Source: an optimization exercise on an open RTL-to-GDS flow (aim: small area and a short achievable clock period). Production flows keep margins and buffers that such runs may drop.
Where RTL was checked, it was by simulation tests only, not by an equivalence proof against the original.

==> flow/design.v <==
`timescale 1ns / 1ps
module Cordic_Machine(clock_pulse, reset, x_input, y_input, z_input, x_output, y_output, z_output, flag);
	input clock_pulse;
	input reset;  
	input signed [24:0] x_input;
	input signed [24:0] y_input;
	input signed [24:0] z_input;
	output signed [24:0] x_output;
	output signed [24:0] y_output;
	output signed [24:0] z_output;
	output flag;
	reg signed [24:0] x, y, z;
	reg [4:0] k, kyn;
	wire [4:0] kx = k;
	wire [4:0] ky = ~kyn;
	reg load;  
	wire [31:0] kdec = 32'd1 << k;
	wire [24:0] atan;
	assign atan[0] = |(kdec & 32'h000a2ff0);
	assign atan[1] = |(kdec & 32'h00051794);
	assign atan[2] = |(kdec & 32'h00028bec);
	assign atan[3] = |(kdec & 32'h000145c4);
	assign atan[4] = |(kdec & 32'h0000a2e0);
	assign atan[5] = |(kdec & 32'h00005160);
	assign atan[6] = |(kdec & 32'h000028bc);
	assign atan[7] = |(kdec & 32'h00001454);
	assign atan[8] = |(kdec & 32'h00000a22);
	assign atan[9] = |(kdec & 32'h00000514);
	assign atan[10] = |(kdec & 32'h0000028c);
	assign atan[11] = |(kdec & 32'h00000146);
	assign atan[12] = |(kdec & 32'h000000a6);
	assign atan[13] = |(kdec & 32'h00000056);
	assign atan[14] = |(kdec & 32'h0000002c);
	assign atan[15] = |(kdec & 32'h00000012);
	assign atan[16] = |(kdec & 32'h00000008);
	assign atan[17] = |(kdec & 32'h00000004);
	assign atan[18] = |(kdec & 32'h00000002);
	assign atan[19] = |(kdec & 32'h00000001);
	assign atan[20] = 1'b0;
	assign atan[21] = 1'b0;
	assign atan[22] = 1'b0;
	assign atan[23] = 1'b0;
	assign atan[24] = 1'b0;
	reg cx, cy;    
	reg czn;       
	wire [24:0] xi = x ^ {25{cx}};
	wire [24:0] yi = y ^ {25{cy}};
	wire fx = cx ^ (x[24] & ~load);
	wire fy = cy ^ (y[24] & ~load);
	wire signed [25:0] xe = {fx, xi};
	wire signed [25:0] ye = {fy, yi};
	wire signed [25:0] xsh = xe >>> kx;
	wire signed [25:0] ysh = ye >>> ky;
	wire [24:0] xa = load ? x_input : x;
	wire [24:0] ya = load ? y_input : y;
	wire [24:0] za = load ? z_input : z;
	wire [24:0] xn, yn, zn;
	bk_add25 ax (.a(xa), .b(ysh[24:0]), .ci(cy), .s(xn));
	bk_add25 ay (.a(ya), .b(xsh[24:0]), .ci(cx), .s(yn));
	bk_add25 az (.a(za), .b(atan ^ {25{~czn}}), .ci(~czn), .s(zn));
	always @(posedge clock_pulse) begin
		if (reset) begin
			k <= 5'd31;
			kyn <= 5'd0;
			load <= 1'b1;
			cx <= 1'b0;
			cy <= 1'b0;
			czn <= 1'b1;
		end else begin
			cx <= zn[24] & (k != 5'd20);
			cy <= ~zn[24] & (k != 5'd20);
			czn <= zn[24] | (k == 5'd20);
			k <= (k == 5'd20) ? 5'd31 : k + 5'd1;
			kyn <= (kyn == 5'd11) ? 5'd0 : kyn - 5'd1;
			load <= (k == 5'd20);
		end
		x <= xn;
		y <= yn;
		z <= zn;
	end
	assign flag = (k == 5'd20);
	assign x_output = x;
	assign y_output = y;
	assign z_output = z;
endmodule
module bk_add25(a, b, ci, s);
	input [24:0] a, b;
	input ci;
	output [24:0] s;
	wire [25:0] g0 = {a & b, ci};
	wire [25:0] p0 = {a ^ b, 1'b0};
	wire g_0_1 = g0[1] | (p0[1] & g0[0]);
	wire p_0_1 = p0[1] & p0[0];
	wire g_0_3 = g0[3] | (p0[3] & g0[2]);
	wire p_0_3 = p0[3] & p0[2];
	wire g_0_5 = g0[5] | (p0[5] & g0[4]);
	wire p_0_5 = p0[5] & p0[4];
	wire g_0_7 = g0[7] | (p0[7] & g0[6]);
	wire p_0_7 = p0[7] & p0[6];
	wire g_0_9 = g0[9] | (p0[9] & g0[8]);
	wire p_0_9 = p0[9] & p0[8];
	wire g_0_11 = g0[11] | (p0[11] & g0[10]);
	wire p_0_11 = p0[11] & p0[10];
	wire g_0_13 = g0[13] | (p0[13] & g0[12]);
	wire p_0_13 = p0[13] & p0[12];
	wire g_0_15 = g0[15] | (p0[15] & g0[14]);
	wire p_0_15 = p0[15] & p0[14];
	wire g_0_17 = g0[17] | (p0[17] & g0[16]);
	wire p_0_17 = p0[17] & p0[16];
	wire g_0_19 = g0[19] | (p0[19] & g0[18]);
	wire p_0_19 = p0[19] & p0[18];
	wire g_0_21 = g0[21] | (p0[21] & g0[20]);
	wire p_0_21 = p0[21] & p0[20];
	wire g_0_23 = g0[23] | (p0[23] & g0[22]);
	wire p_0_23 = p0[23] & p0[22];
	wire g_0_25 = g0[25] | (p0[25] & g0[24]);
	wire p_0_25 = p0[25] & p0[24];
	wire g_1_2 = g0[2] | (p0[2] & g_0_1);
	wire p_1_2 = p0[2] & p_0_1;
	wire g_1_3 = g_0_3 | (p_0_3 & g_0_1);
	wire p_1_3 = p_0_3 & p_0_1;
	wire g_1_6 = g0[6] | (p0[6] & g_0_5);
	wire p_1_6 = p0[6] & p_0_5;
	wire g_1_7 = g_0_7 | (p_0_7 & g_0_5);
	wire p_1_7 = p_0_7 & p_0_5;
	wire g_1_10 = g0[10] | (p0[10] & g_0_9);
	wire p_1_10 = p0[10] & p_0_9;
	wire g_1_11 = g_0_11 | (p_0_11 & g_0_9);
	wire p_1_11 = p_0_11 & p_0_9;
	wire g_1_14 = g0[14] | (p0[14] & g_0_13);
	wire p_1_14 = p0[14] & p_0_13;
	wire g_1_15 = g_0_15 | (p_0_15 & g_0_13);
	wire p_1_15 = p_0_15 & p_0_13;
	wire g_1_18 = g0[18] | (p0[18] & g_0_17);
	wire p_1_18 = p0[18] & p_0_17;
	wire g_1_19 = g_0_19 | (p_0_19 & g_0_17);
	wire p_1_19 = p_0_19 & p_0_17;
	wire g_1_22 = g0[22] | (p0[22] & g_0_21);
	wire p_1_22 = p0[22] & p_0_21;
	wire g_1_23 = g_0_23 | (p_0_23 & g_0_21);
	wire p_1_23 = p_0_23 & p_0_21;
	wire g_2_4 = g0[4] | (p0[4] & g_1_3);
	wire p_2_4 = p0[4] & p_1_3;
	wire g_2_5 = g_0_5 | (p_0_5 & g_1_3);
	wire p_2_5 = p_0_5 & p_1_3;
	wire g_2_6 = g_1_6 | (p_1_6 & g_1_3);
	wire p_2_6 = p_1_6 & p_1_3;
	wire g_2_7 = g_1_7 | (p_1_7 & g_1_3);
	wire p_2_7 = p_1_7 & p_1_3;
	wire g_2_12 = g0[12] | (p0[12] & g_1_11);
	wire p_2_12 = p0[12] & p_1_11;
	wire g_2_13 = g_0_13 | (p_0_13 & g_1_11);
	wire p_2_13 = p_0_13 & p_1_11;
	wire g_2_14 = g_1_14 | (p_1_14 & g_1_11);
	wire p_2_14 = p_1_14 & p_1_11;
	wire g_2_15 = g_1_15 | (p_1_15 & g_1_11);
	wire p_2_15 = p_1_15 & p_1_11;
	wire g_2_20 = g0[20] | (p0[20] & g_1_19);
	wire p_2_20 = p0[20] & p_1_19;
	wire g_2_21 = g_0_21 | (p_0_21 & g_1_19);
	wire p_2_21 = p_0_21 & p_1_19;
	wire g_2_22 = g_1_22 | (p_1_22 & g_1_19);
	wire p_2_22 = p_1_22 & p_1_19;
	wire g_2_23 = g_1_23 | (p_1_23 & g_1_19);
	wire p_2_23 = p_1_23 & p_1_19;
	wire g_3_8 = g0[8] | (p0[8] & g_2_7);
	wire p_3_8 = p0[8] & p_2_7;
	wire g_3_9 = g_0_9 | (p_0_9 & g_2_7);
	wire p_3_9 = p_0_9 & p_2_7;
	wire g_3_10 = g_1_10 | (p_1_10 & g_2_7);
	wire p_3_10 = p_1_10 & p_2_7;
	wire g_3_11 = g_1_11 | (p_1_11 & g_2_7);
	wire p_3_11 = p_1_11 & p_2_7;
	wire g_3_12 = g_2_12 | (p_2_12 & g_2_7);
	wire p_3_12 = p_2_12 & p_2_7;
	wire g_3_13 = g_2_13 | (p_2_13 & g_2_7);
	wire p_3_13 = p_2_13 & p_2_7;
	wire g_3_14 = g_2_14 | (p_2_14 & g_2_7);
	wire p_3_14 = p_2_14 & p_2_7;
	wire g_3_15 = g_2_15 | (p_2_15 & g_2_7);
	wire p_3_15 = p_2_15 & p_2_7;
	wire g_3_24 = g0[24] | (p0[24] & g_2_23);
	wire p_3_24 = p0[24] & p_2_23;
	wire g_3_25 = g_0_25 | (p_0_25 & g_2_23);
	wire p_3_25 = p_0_25 & p_2_23;
	wire g_4_16 = g0[16] | (p0[16] & g_3_15);
	wire p_4_16 = p0[16] & p_3_15;
	wire g_4_17 = g_0_17 | (p_0_17 & g_3_15);
	wire p_4_17 = p_0_17 & p_3_15;
	wire g_4_18 = g_1_18 | (p_1_18 & g_3_15);
	wire p_4_18 = p_1_18 & p_3_15;
	wire g_4_19 = g_1_19 | (p_1_19 & g_3_15);
	wire p_4_19 = p_1_19 & p_3_15;
	wire g_4_20 = g_2_20 | (p_2_20 & g_3_15);
	wire p_4_20 = p_2_20 & p_3_15;
	wire g_4_21 = g_2_21 | (p_2_21 & g_3_15);
	wire p_4_21 = p_2_21 & p_3_15;
	wire g_4_22 = g_2_22 | (p_2_22 & g_3_15);
	wire p_4_22 = p_2_22 & p_3_15;
	wire g_4_23 = g_2_23 | (p_2_23 & g_3_15);
	wire p_4_23 = p_2_23 & p_3_15;
	wire g_4_24 = g_3_24 | (p_3_24 & g_3_15);
	wire p_4_24 = p_3_24 & p_3_15;
	wire g_4_25 = g_3_25 | (p_3_25 & g_3_15);
	wire p_4_25 = p_3_25 & p_3_15;
	assign s = p0[25:1] ^ {g_4_24, g_4_23, g_4_22, g_4_21, g_4_20, g_4_19, g_4_18, g_4_17, g_4_16, g_3_15, g_3_14, g_3_13, g_3_12, g_3_11, g_3_10, g_3_9, g_3_8, g_2_7, g_2_6, g_2_5, g_2_4, g_1_3, g_1_2, g_0_1, g0[0]};
endmodule
Settings: LEC_CHECK=0, CAP_MARGIN=20, CORE_MARGIN=2, CORE_UTILIZATION=60, SETUP_SLACK_MARGIN=1.65, SLEW_MARGIN=20; clock period 6.0 ns.
standard.sh (not shown) runs the stock make flow with config.mk's settings and CLKGATE_MAP_FILE= SYNTH_SCRIPT=/design/flow/synth_recipe.tcl, a recipe that flattens the netlist after the stock synthesis.
==> flow/flow/run.sh <==
#!/bin/bash
# Standard layout, with the port buffers made of the smallest buffer cell.
export BUFFER_PORTS_ARGS="-buffer_cell sky130_fd_sc_hd__buf_1"
export CTS_ARGS="-sink_clustering_enable -repair_clock_nets -buf_list {sky130_fd_sc_hd__clkbuf_4 sky130_fd_sc_hd__clkbuf_8} -dont_use_dummy_load"
bash standard.sh > standard.log 2>&1
The baseline completed without violations.
Edit:
--- a/flow/design.v
+++ b/flow/design.v
@@ -39,12 +39,13 @@
 	assign atan[20] = 1'b0;
 	assign atan[21] = 1'b0;
 	assign atan[22] = 1'b0;
 	assign atan[23] = 1'b0;
 	assign atan[24] = 1'b0;
-	reg cx, cy;    
-	reg czn;       
+	wire neg = z[24];
+	wire mz = ~neg | load;
+	reg cx, cy;                    
 	wire [24:0] xi = x ^ {25{cx}};
 	wire [24:0] yi = y ^ {25{cy}};
 	wire fx = cx ^ (x[24] & ~load);
 	wire fy = cy ^ (y[24] & ~load);
 	wire signed [25:0] xe = {fx, xi};
@@ -55,23 +56,21 @@
 	wire [24:0] ya = load ? y_input : y;
 	wire [24:0] za = load ? z_input : z;
 	wire [24:0] xn, yn, zn;
 	bk_add25 ax (.a(xa), .b(ysh[24:0]), .ci(cy), .s(xn));
 	bk_add25 ay (.a(ya), .b(xsh[24:0]), .ci(cx), .s(yn));
-	bk_add25 az (.a(za), .b(atan ^ {25{~czn}}), .ci(~czn), .s(zn));
+	bk_add25 az (.a(za), .b(atan ^ {25{mz}}), .ci(mz), .s(zn));
 	always @(posedge clock_pulse) begin
 		if (reset) begin
 			k <= 5'd31;
 			kyn <= 5'd0;
 			load <= 1'b1;
 			cx <= 1'b0;
 			cy <= 1'b0;
-			czn <= 1'b1;
 		end else begin
 			cx <= zn[24] & (k != 5'd20);
 			cy <= ~zn[24] & (k != 5'd20);
-			czn <= zn[24] | (k == 5'd20);
 			k <= (k == 5'd20) ? 5'd31 : k + 5'd1;
 			kyn <= (kyn == 5'd11) ? 5'd0 : kyn - 5'd1;
 			load <= (k == 5'd20);
 		end
 		x <= xn;
Outcome:
- design area rose by about 1.1%
- critical path depth rose by 1
- clock skew hardly moves
- hold slack improves by 61 ps
- die area fell by 0.60%
- setup slack improves by 42 ps
- synthesized cell count rose by about 1.4%
- via count rose by 3.5%
- sequential share of layout area fell by 0.38 points
- area after synthesis fell by about 0.6%
- register-to-register slack improves by 40 ps
No functional check of the RTL was part of the second run of this note.

[separate check: timing with driven ports]
How much do the figures lean on ideal ports? The routed layouts below were timed once more, with nothing changed but the port constraints. Step 1 assumes that a clkbuf_16 drives the clock port and a buf_2 every other input. Step 2 adds t to the input delays and takes it off the output delays; t is the mean of the earliest and latest rising clock arrival at the registers after step 1. Input paths then give back, and output paths get back, about the clock's delay inside the block. Three values: no drivers, after step 1, after step 2; two values: the first two.
| run | t (ns) | slack for setup (ns) | slew at the worst register clock pin (ns) |
|---|---|---|---|
| the first run | 0.426 | 1.853 / 1.853 / 1.853 | 0.11 / 0.11 |
| the second run | 0.403 | 1.895 / 1.895 / 1.895 | 0.10 / 0.10 |
After both steps setup and hold are still met in every run listed.
